Context: an optimization exercise on an open-source flow, tuned for small area and a short achievable clock period. The choices shown serve that exercise and are no tape-out recipe. Only simulation tests tie the RTL to the original design; equivalence was not proved. Power is estimated from default activity; no workload was simulated.

## flow/design.v (module list and top-level ports; edited modules follow where they fit)
// module ALU: 38 lines
// module BJPC: 12 lines
// module CMP: 16 lines
// module CP0: 74 lines
// module DMIN: 27 lines
// module EXT: 10 lines
// module HazardUnit: 100 lines
// module LOADOUT: 28 lines
// module MULandDIV: 167 lines
// module PC: 15 lines
// module PR_EXE_MEM: 54 lines
// module PR_ID_EXE: 147 lines
// module PR_IF_ID: 39 lines
// module PR_MEM_WB: 32 lines
// module RegFile: 35 lines
// module Controller: 160 lines
// module CPU: 464 lines
module CPU(
    input clk,
    input rst,
    input [31:0] PrRD,
    input [15:10] HWInt,
    output [31:0] PrAddr,
    output [31:0] PrWD,
    output PrWe,
    output [12:2] IAddr,
    input [31:0] IRD,
    output [11:2] DAddr,
    output [3:0] DBE,
    output [31:0] DWD,
    output DWe,
    input [31:0] DRD
    );
  // ...
==> flow/flow/run.sh <==
#!/bin/bash
# Own flow: the standard layout (standard.sh, standard synthesis
# unchanged) with two changes to how the layout is made:
#  - the port buffers that placement inserts are buf_2 cells (ORFS's
#    default choice here is a delay cell, clkdlybuf4s50_1);
#  - timing repair aims for a setup slack margin of 6.25 ns.
# The SDC, clock period, IO delays and loads are the standard flow's, unchanged.
set -euo pipefail
export BUFFER_PORTS_ARGS="-buffer_cell sky130_fd_sc_hd__buf_2"
bash standard.sh SETUP_SLACK_MARGIN=6.25 finish > standard_flow.log 2>&1
==> flow/standard.sh <==
#!/bin/bash
# synth_recipe.tcl (not shown) runs the flow's synth.tcl, then flattens the netlist and writes it again
# the make line also repeats each setting of config.mk as NAME=value (left out here)
make -C /OpenROAD-flow-scripts/flow DESIGN_CONFIG=/design/flow/config.mk WORK_HOME=/design/flow/orfs CLKGATE_MAP_FILE= SYNTH_SCRIPT=/design/flow/synth_recipe.tcl "${@:-finish}"
==> flow/config.mk <==
export PLATFORM = sky130hd
export DESIGN_NAME = CPU
export DESIGN_NICKNAME = CPU
export VERILOG_FILES = /design/flow/design.v
export SDC_FILE = /design/flow/constraint.sdc
export NUM_CORES = 4
export LEC_CHECK = 0
export CAP_MARGIN = 20
export CORE_MARGIN = 2
export CORE_UTILIZATION = 45
export GPL_ROUTABILITY_DRIVEN = 1
export PLACE_DENSITY = 0.55
export SLEW_MARGIN = 20
==> flow/constraint.sdc <==
create_clock -name core_clock -period 12.0 [get_ports {clk}]
set_input_delay 2.4000 -clock core_clock [delete_from_list [all_inputs] [get_ports {clk}]]
set_output_delay 2.4000 -clock core_clock [all_outputs]
set_load 0.01 [all_outputs]
==> notes.md, run 1 <==
number of nets in the finished design 9557; highest routed layer met5; combinational family with the most area after synthesis compound AO/OA/AOI/OAI gates; status no timing/DRC/antenna violations; cell-by-cell trace of the critical path buf_4, buf_4, a22o_1, a221oi_1, nand4_1, nor3_1, a21oi_1, a211oi_1, a31oi_4, xor2_1, nand3_1, or4_4, o21ai_1, a31oi_2, o31a_4, bufbuf_16, a2111o_1, a311oi_2; number of antenna cells inserted 31; cell area reported after detailed placement 99700 um^2; Global Route met1 Usage 0.558; first-pass GRT wire length 695000 um; sequential share of cell area 0.429; top cells by instance count after synthesis sky130_fd_sc_hd__edfxtp_1, sky130_fd_sc_hd__nor2_1, sky130_fd_sc_hd__a21oi_1; Clock buffer cells 220; area growth from synthesis to layout 14.5%; non-filler cells, final between 10000 and 15000; placeable core region ~210000 um^2; power of the sequential group ~0.0075 W; dominant power group registers; worst-skew pair later-pin latency 0.89 ns; sequential cell count 1684; library cell used as clock root buffer sky130_fd_sc_hd__clkbuf_16; Post-Synthesis Net Count 9371; Placement Rows around 170; hold bufs inserted after CTS 0; maximum clock frequency 0.168 GHz; synthesized-area fraction occupied by and/or/nand/nor cells 0.114; clock-pin slew of the registers on the worst-case setup and hold paths about 0.07 ns; CP max FO 29; kind of end point of the critical path flip-flop; area used by multi-input combinational logic 44900 um^2; share of cells above drive strength 1 0.162; Fin Hold WS between 0.4 and 0.5 ns; time the worst path needs with I/O delays and setup 5.96 ns; Most used DFF post-synth sky130_fd_sc_hd__edfxtp_1; clock network power 0.00608 W; global-route met2 utilization 0.692; Cell Area, Synth about 94000 um^2; total met3 wirelength after detailed routing 74200 um; number of synthesized flops with an enable pin 1239
==> run 2: changes to the inputs <==
--- a/flow/config.mk
+++ b/flow/config.mk
@@ -8,6 +8,8 @@
 export CAP_MARGIN = 20
 export CORE_MARGIN = 2
 export CORE_UTILIZATION = 45
+export CTS_CLUSTER_DIAMETER = 70
+export CTS_CLUSTER_SIZE = 20
 export GPL_ROUTABILITY_DRIVEN = 1
 export PLACE_DENSITY = 0.55
 export SLEW_MARGIN = 20
==> notes.md, run 2 <==
Comb pwr share 0.231 (was 0.215); combinational family with the most area after synthesis compound AO/OA/AOI/OAI gates (unchanged); final clock skew 0.0763 ns (was 0.0489 ns); number of antenna violations at the first check in global routing 51 (was 55); DR WL/cell 42.8 um (was 42.6 um); placeable core region 207000 um^2 (unchanged); detailed router's first-iteration violation count 17530 (was 16682); status no timing/DRC/antenna violations (unchanged); post-synthesis async set-or-reset flop share 0 (unchanged); Fin. Hold Viols 0 (unchanged); number of register bits inferred by synthesis 1684 (unchanged); time the worst path needs with I/O delays and setup 5.97 ns (was 5.96 ns); total DRC errors in the routed layout 0 (unchanged); Post-Synthesis Net Count 9371 (unchanged); number of different library cells in the post-synthesis netlist 102 (unchanged); number of nets with antenna violations after detailed routing 0 (unchanged); top cells by instance count after synthesis sky130_fd_sc_hd__edfxtp_1, sky130_fd_sc_hd__nor2_1, sky130_fd_sc_hd__a21oi_1 (unchanged); switching power share of the total 0.353 (was 0.336); fraction of synthesized cell area taken by the top area cell type 0.396 (unchanged); Compound-Gate Fraction of Synth Area 0.216 (unchanged); Final GP Congestion 1.06 (unchanged); number of nets in the finished design 9515 (was 9557); number of synthesized flops with an enable pin 1239 (unchanged); worst IR drop on VDD 0.195 mV (was 0.186 mV); most frequently used cell type in the post-synthesis netlist sky130_fd_sc_hd__edfxtp_1 (unchanged); vias after detailed routing 89552 (was 89886); first-pass GRT wire length 692000 um (was 695000 um); CP max FO 4 (was 29); Arrival @ worst endpoint 3.57 ns (was 6.74 ns); final-report setup violation count 0 (unchanged); synthesized-area fraction occupied by and/or/nand/nor cells 0.114 (unchanged); maximum clock frequency 0.168 GHz (about the same); number of clock sinks seen by CTS 1684 (unchanged); I/O pins 227 (unchanged); total power per unit cell area 152 nW/um^2 (was 161 nW/um^2); number of H-tree levels 4 (unchanged); arithmetic-cell share of the synthesized area counting full adders, half adders and majority gates 0.0371 (unchanged); DPL Wire Length 341000 um (unchanged); static leakage power 39.3 nW (was 40.0 nW); most used cells in the layout excluding fill and tap cells sky130_fd_sc_hd__edfxtp_1, sky130_fd_sc_hd__nor2_1, sky130_fd_sc_hd__a21oi_1, sky130_fd_sc_hd__nand2_1, sky130_fd_sc_hd__a22oi_1 (unchanged); final count of pins violating max slew 0 (unchanged); share of total power in the clock network 0.304 (was 0.352); starting utilization of the core area 0.453 (unchanged); largest cells by area after synthesis sky130_fd_sc_hd__edfxtp_1, sky130_fd_sc_hd__dfxtp_1, sky130_fd_sc_hd__mux2i_1 (unchanged); cell-by-cell trace of the critical path buf_6, a22oi_2, nand3_2, nor3b_4, buf_12, buf_8, nor2_4, buf_6 (was buf_4, buf_4, a22o_1, a221oi_1, nand4_1, nor3_1, a21oi_1, a211oi_1, a31oi_4, xor2_1, nand3_1, or4_4, o21ai_1, a31oi_2, o31a_4, bufbuf_16, a2111o_1, a311oi_2); longest individual stage delay on the worst path 0.19 ns (was 0.64 ns); Bufs on Longest Clock Path 3 (unchanged); kind of end point of the critical path output pin (was flip-flop); Fin Hold WS 0.421 ns (was 0.420 ns); largest net degree at the start of global routing 74 (unchanged); share of cells above drive strength 1 0.159 (was 0.162); Hold Path Depth 0 (unchanged); unrepaired setup endpoints after global routing yes (unchanged); ratio of final minimum period to clock period 0.497 (about the same); full die area 213000 um^2 (unchanged); ratio of routed vias to standard cells 7.40 (was 7.37); number of CTS-inserted buffers 136 (was 184); count of TritonRoute iterations in the first routing pass 8 (was 12); worst-skew pair later-pin latency 0.90 ns (was 0.89 ns); nature of the critical path startpoint primary input (was flip-flop); type of the tightest min-delay check flip-flop to flip-flop (unchanged); max reg flops 992 (unchanged); relative contribution of sequential cells to total power 0.465 (was 0.433); TritonCTS clock tree built (unchanged); cell accounting for the most synthesized area sky130_fd_sc_hd__edfxtp_1 (unchanged); cell type with the highest occurrence count on the critical path sky130_fd_sc_hd__buf_6 (was sky130_fd_sc_hd__buf_4); total overflow reported by the global router 0 (unchanged); Reg2Reg Depth 16 (was 18); Synth Warn # 11 (unchanged); Cell Area, Synth 94100 um^2 (unchanged); clock-pin slew of the registers on the worst-case setup and hold paths 0.08 ns (was 0.07 ns); most common cell after layout, fill and taps aside sky130_fd_sc_hd__edfxtp_1 (unchanged); die outline height 461 um (unchanged); critical path's slowest cell sky130_fd_sc_hd__a22oi_2 (was sky130_fd_sc_hd__a21oi_1); width of the die 461 um (unchanged); area share of xor/xnor cells in the synthesized design 0.0261 (unchanged); synthesized instance count 9032 (unchanged); overall track demand over capacity in global routing 0.472 (was 0.473); max_slew headroom 0.122 (was 0.0916); vias in the first global route 82263 (was 82814); critical path class primary input to output pin (was flip-flop to flip-flop); Worst Path Required 9.60 ns (was 12.77 ns); number of buffers inserted by port buffering 226 (unchanged); aggregate negative setup slack 0 ns (unchanged); Placement Rows 167 (unchanged); total routed wirelength 517000 um (was 519000 um); count of max-cap constraint violations 0 (unchanged); actual slew at the worst max-slew pin 1.30 ns (was 1.35 ns); Most used DFF post-synth sky130_fd_sc_hd__edfxtp_1 (unchanged); mux share of post-synthesis cell area 0.0722 (unchanged); synthesized area divided by synthesized cell count 10.4 um^2 (unchanged); library cell used as clock root buffer sky130_fd_sc_hd__clkbuf_16 (unchanged); most flop-heavy register RF.g.q (unchanged); area growth from synthesis to layout 12.9% (was 14.5%); cell internal power dissipation 0.0104 W (was 0.0115 W); net switching component of the power 0.00569 W (was 0.00581 W); Seq/Total Area, Yosys 0.490 (unchanged)
[run 2: cell types whose count changed in the layout (fill, tap and decap cells not counted), moves of 6 or more]
cell / before / now
sky130_fd_sc_hd__clkinv_4: 6 / 13
sky130_fd_sc_hd__buf_4: 435 / 427
sky130_fd_sc_hd__clkinvlp_4: 14 / 4
sky130_fd_sc_hd__clkinv_8: 3 / 9
sky130_fd_sc_hd__inv_6: 7 / 22
sky130_fd_sc_hd__clkinv_2: 34 / 8
sky130_fd_sc_hd__clkinv_1: 34 / 6
sky130_fd_sc_hd__bufinv_16: 25 / 5
sky130_fd_sc_hd__buf_6: 42 / 52
sky130_fd_sc_hd__clkbuf_1: 27 / 15
sky130_fd_sc_hd__clkbuf_16: 188 / 141
sky130_fd_sc_hd__inv_8: 1 / 12
[run 2: area by class of cell]
| type | count | area [um^2] |
|---|---|---|
| clock buffer | 161 | 3640 |
| antenna | 33 | 82.6 |
| sequential | 1684 | 46200 |
| clock inverter | 80 | 955 |
| timing repair buffer | 729 | 5540 |
| inverter | 334 | 1270 |
| multi-input combinational | 6290 | 45000 |
| fill | 18857 | 101000 |
| timing repair inverter | 1 | 5.00 |
| tap | 2788 | 3490 |
[run 2: layer usage]
metal | GRT usage | vias up | share of wire
met1 | 0.561 | 43366 | 0.34
met4 | 0.398 | 34 | 0.11
met5 | 0.000230 | - | 0.00058
met3 | 0.158 | 2619 | 0.14
li1 | - | 35137 | -
met2 | 0.688 | 8396 | 0.42
[run 2: worst max-delay path, delay by kind of cell]
kind / cells / cell delay, ns
and+or+nand+nor: 3 / 0.45
AOI/OAI and AO/OA: 1 / 0.19
buffers and inverters: 4 / 0.53
[run 2: power groups by stage]
stage / registers [W] / clock network (W) / logic [W]
finish: 0.00749 / 0.00490 / 0.00372
global route: 0.00751 / 0.00506 / 0.00380
global placement: 0.00757 / 0 / 0.00340
CTS: 0.00745 / 0.00486 / 0.00348
detailed placement: 0.00758 / 0 / 0.00341
floorplan: 0.00731 / 0 / 0.00189
[run 2: timing repair]
action,4_1_cts,5_1_grt
gates resized for setup,122,126
cloned,7,1
setup buffers,31,30
pin swaps,12,26
hold buffers,0,0
setup endpoints to repair,74,66
[run 2: path summary, 6_finish.rpt]
| kind | slack, ns | start | end |
|---|---|---|---|
| worst max-delay path | 6.03 | HWInt[15] | PrWe |
| worst min-delay path | 0.42 | EXE_MEM.currentPC_M[14] | MEM_WB.currentPC_W[14] |
| worst max register to register | 6.10 | IF_ID.S2_D[20] | PC.currentPC[17] |
| worst min register to register | 0.42 | EXE_MEM.currentPC_M[14] | MEM_WB.currentPC_W[14] |
[run 2: stage by stage]
step,std cells,utilization,instance area (um^2),power [W],setup slack (ns)
after floorplan,9032,-,94100,0.00919,6.28
after CTS,12032,0.507,105000,0.0158,6.02
after global routing,12075,0.511,106000,0.0164,5.99
final,12100,0.512,106000,0.0161,6.03
after detailed placement,11753,0.480,99700,0.0110,5.20
after global placement,11751,0.480,99600,0.0110,5.25
[run 2: logic make-up (layout without fill, tap and decap cells)]
group	count (synthesis)	after routing
compound gates	2851	2851
simple gates	2276	2277
flops	1684	1684
buf+inv	1059	1305
mux	645	645
xor+xnor	280	280
fa+ha+maj	237	237
other cells	0	33

re-timing with driven ports:
No port has a modelled driver above. Below, the same layouts with a new extraction and two added sets of constraints.
Step 1, drivers: a clkbuf_16 drives clk and a buf_2 each remaining input, both assumed.
Step 2 moves the port delays by t, midway between the first and last clock arrival at a register: inputs arrive t later, outputs are due t later. That takes back most of the time a late clock gives input paths.
a / b / c = ideal / step 1 / step 2; a / b = the first two.
run	shift t [ns]	setup slack, ns	worst register clock-pin slew, ns
run 1	0.959	6.036 / 6.008 / 5.606	0.07 / 0.07
run 2	0.948	6.034 / 5.998 / 5.615	0.09 / 0.09
After both steps setup and hold are still met in every run listed. The setup slack of run 1, which loses most, moves by -0.028 ns with the drivers and by -0.430 ns with both steps.
